This design comes from an exercise in tuning for small area on the open sky130 flow, not from production work.
The RTL was checked by simulation tests, not by an equivalence proof against the original design.

==> willow: inputs <==
Design led_module, start of the top module:
module led_module(CLK, RST, LEDS);
    input CLK, RST;
    output [2:0] LEDS;
    reg [16:0] cnt_clock;  
    wire is_clk_max;
    reg [7:0] lb_r;
    reg [7:0] lb_g;
    reg [7:0] lb_b;
    parameter CLK_FREQ = 12000000;
    pwm_modulator mb(CLK, RST, lb_b, LEDS[0], CLK_FREQ);
    pwm_modulator mg(CLK, RST, lb_g, LEDS[1], CLK_FREQ);
    pwm_modulator mr(CLK, RST, lb_r, LEDS[2], CLK_FREQ);
    always @(posedge CLK) begin
        if(RST == 1) cnt_clock <= 0;
        else begin
            if(cnt_clock >= CLK_FREQ / 100 - 1) cnt_clock <= 0;
            else cnt_clock <= cnt_clock + 1;
        end
    end
    assign is_clk_max = (cnt_clock == CLK_FREQ / 100 - 1);
    always @(posedge CLK) begin
        if(RST == 1) begin
            lb_r <= 8'd0;
            lb_g <= 8'd85;
            lb_b <= 8'd171;
        end
        else begin
            if(is_clk_max) begin
                lb_r <= lb_r + 1;
                lb_g <= lb_g + 2;
                lb_b <= lb_b + 4;
            end
        end
    end
endmodule
==> module pwm_modulator, before the edit <==
module pwm_modulator(CLK, RST, VAL, MOUT, C_FREQ);
    input CLK, RST;
    input [7:0] VAL;
   input [64:0] C_FREQ;
    output MOUT;
    reg out_buf;
    reg [7:0] cnt_time;
    reg [6:0] cnt_clock;  
    wire is_clk_max;
    assign MOUT = out_buf;
    always @(posedge CLK) begin
        if(RST == 1) cnt_clock <= 0;
        else begin
            if(cnt_clock >= C_FREQ / 100000 - 1) cnt_clock <= 0;
            else cnt_clock <= cnt_clock + 1;
        end
    end
    assign is_clk_max = (cnt_clock == C_FREQ / 100000 - 1);
    always @(posedge CLK) begin
        if(RST == 1) begin
            out_buf <= 0;
            cnt_time <= 8'b0;
        end
        else begin
            if(is_clk_max) cnt_time <= cnt_time + 1;
            if(cnt_time >= VAL) out_buf <= 0;
            else out_buf <= 1;
        end
    end
endmodule
==> module led_module, before the edit <==
module led_module(CLK, RST, LEDS);
    input CLK, RST;
    output [2:0] LEDS;
    reg [16:0] cnt_clock;  
    wire is_clk_max;
    reg [7:0] lb_r;
    reg [7:0] lb_g;
    reg [7:0] lb_b;
    parameter CLK_FREQ = 12000000;
    pwm_modulator mb(CLK, RST, lb_b, LEDS[0], CLK_FREQ);
    pwm_modulator mg(CLK, RST, lb_g, LEDS[1], CLK_FREQ);
    pwm_modulator mr(CLK, RST, lb_r, LEDS[2], CLK_FREQ);
    always @(posedge CLK) begin
        if(RST == 1) cnt_clock <= 0;
        else begin
            if(cnt_clock >= CLK_FREQ / 100 - 1) cnt_clock <= 0;
            else cnt_clock <= cnt_clock + 1;
        end
    end
    assign is_clk_max = (cnt_clock == CLK_FREQ / 100 - 1);
    always @(posedge CLK) begin
        if(RST == 1) begin
            lb_r <= 8'd0;
            lb_g <= 8'd85;
            lb_b <= 8'd171;
        end
        else begin
            if(is_clk_max) begin
                lb_r <= lb_r + 1;
                lb_g <= lb_g + 2;
                lb_b <= lb_b + 4;
            end
        end
    end
endmodule
make LEC_CHECK=0 CAP_MARGIN=20 CORE_MARGIN=2 CORE_UTILIZATION=40 SLEW_MARGIN=20 finish   # period 10.0 ns
run.sh (not shown) runs the stock make flow with config.mk's settings and CLKGATE_MAP_FILE= SYNTH_SCRIPT=/design/flow/synth_recipe.tcl, a recipe that flattens the netlist after the stock synthesis.
==> inputs of zinc, as changes to willow <==
==> flow/design.v (replaced) <==
module pwm_modulator(T, VAL, MOUT);
    input [7:0] T;
    input [7:0] VAL;
    output MOUT;
    wire [8:0] lt;
    assign lt[0] = 1'b0;
    genvar i;
    generate for (i = 0; i < 8; i = i + 1) begin : cmp
        assign lt[i+1] = (~T[i] & VAL[i]) | (~T[i] & lt[i]) | (VAL[i] & lt[i]);
    end endgenerate
    assign MOUT = lt[8];
endmodule
`timescale 1ns / 1ps
module led_module(CLK, RST, LEDS);
    input CLK, RST;
    output [2:0] LEDS;
    reg [2:0] qa;   
    reg [3:0] qb;   
    reg [7:0] t;    
    reg [6:0] v;    
    reg [7:0] r;    
    wire tick  = (&qa) & (&qb);                
    wire vtick = tick & (&t[2:0]);             
    wire vend  = &v;                           
    wire rtick = vtick & vend;                 
    wire [2:0] qa_c = {qa[1] & qa[0], qa[0], 1'b1};
    wire [7:0] t_c, r_c;
    assign t_c[0] = tick;
    assign r_c[0] = rtick;
    genvar i;
    generate for (i = 1; i < 8; i = i + 1) begin : inc
        assign t_c[i] = t_c[i-1] & t[i-1];
        assign r_c[i] = r_c[i-1] & r[i-1];
    end endgenerate
    always @(posedge CLK) begin
        if (RST) begin
            qa <= 3'b111;
            qb <= 4'b1111;
            t  <= 8'd255;
            v  <= 7'b1111111;
            r  <= 8'd255;
        end else begin
            qa <= qa ^ qa_c;
            qb <= {qb[2:0], qb[3] ^ qb[2]};
            t  <= (t & ~t_c) | (~t & t_c);
            if (vtick) v <= {v[5:2], v[1:0] & {2{~vend}}, v[6] ^ v[5]};
            r  <= (r & ~r_c) | (~r & r_c);
        end
    end
    wire c2 = r[1];
    wire c3 = r[2] & c2;
    wire c4 = r[3] | c3;
    wire c5 = r[4] & c4;
    wire c6 = r[5] | c5;
    wire [6:0] g = {r[6] ^ c6, ~(r[5] ^ c5), r[4] ^ c4, ~(r[3] ^ c3),
                    r[2] ^ c2, ~r[1], r[0]};
    pwm_modulator mb(t, {g[5:0], 2'b11}, LEDS[0]);
    pwm_modulator mg(t, {g, 1'b1}, LEDS[1]);
    pwm_modulator mr(t, r, LEDS[2]);
endmodule
--- a/flow/config.mk
+++ b/flow/config.mk
@@ -10,2 +10,5 @@
 export CORE_UTILIZATION = 40
+export CTS_BUF_LIST = sky130_fd_sc_hd__clkbuf_4
+export CTS_CLUSTER_DIAMETER = 200
+export CTS_CLUSTER_SIZE = 40
 export SLEW_MARGIN = 20
==> flow_summary.yaml <==
global_routing:
  grt_use_total_pct: 13.1
  grt_pass1_vias: 2729
cts:
  tritoncts_num_sinks: 86
outcome:
  outcome: "complete, no violations"
synthesis:
  synthCells: 464
worst_setup_path:
  crit_family: "buffers and inverters"
  crit_fanout: 1
place:
  hpwlAfterDp_mm: 4.54
-- figures above: willow

==> flow_summary.yaml <==
place:
  hpwlAfterDp_mm: 1.66
worst_setup_path:
  crit_fanout: 7
cts:
  tritoncts_num_sinks: 30
global_routing:
  grt_use_total_pct: 12.2
outcome:
  outcome: "complete, no violations"
-- figures above: zinc

[re-timing with driven ports]
How much do the figures lean on ideal ports? The routed layouts below were timed once more, with nothing changed but the port constraints. Step 1: set_driving_cell puts a clkbuf_16 on CLK and a buf_2 on each other input, an assumption about the parent block. Step 2, shift: input delay + t, output delay - t, t = (earliest + latest rising clock arrival at the registers) / 2. This alone moves slack from input paths to output paths. Slacks: ideal ports / drivers / drivers and shift; pairs: ideal ports / drivers.
| run | t (ns) | slack for setup (ns) | worst setup path at the end | latest minus earliest clock arrival (ns) | worst data-port slew with drivers (ns) |
|---|---|---|---|---|---|
| willow | 0.390 | 6.788 / 6.755 / 6.538 | input to register | 0.011 / 0.011 | 0.03 |
| zinc | 0.333 | 4.867 / 4.845 / 5.178 | register to output | 0.008 / 0.008 | 0.03 |
After both steps every run listed still meets setup and hold. The setup slack of willow, which loses most, moves by -0.033 ns with the drivers and by -0.250 ns with both steps.
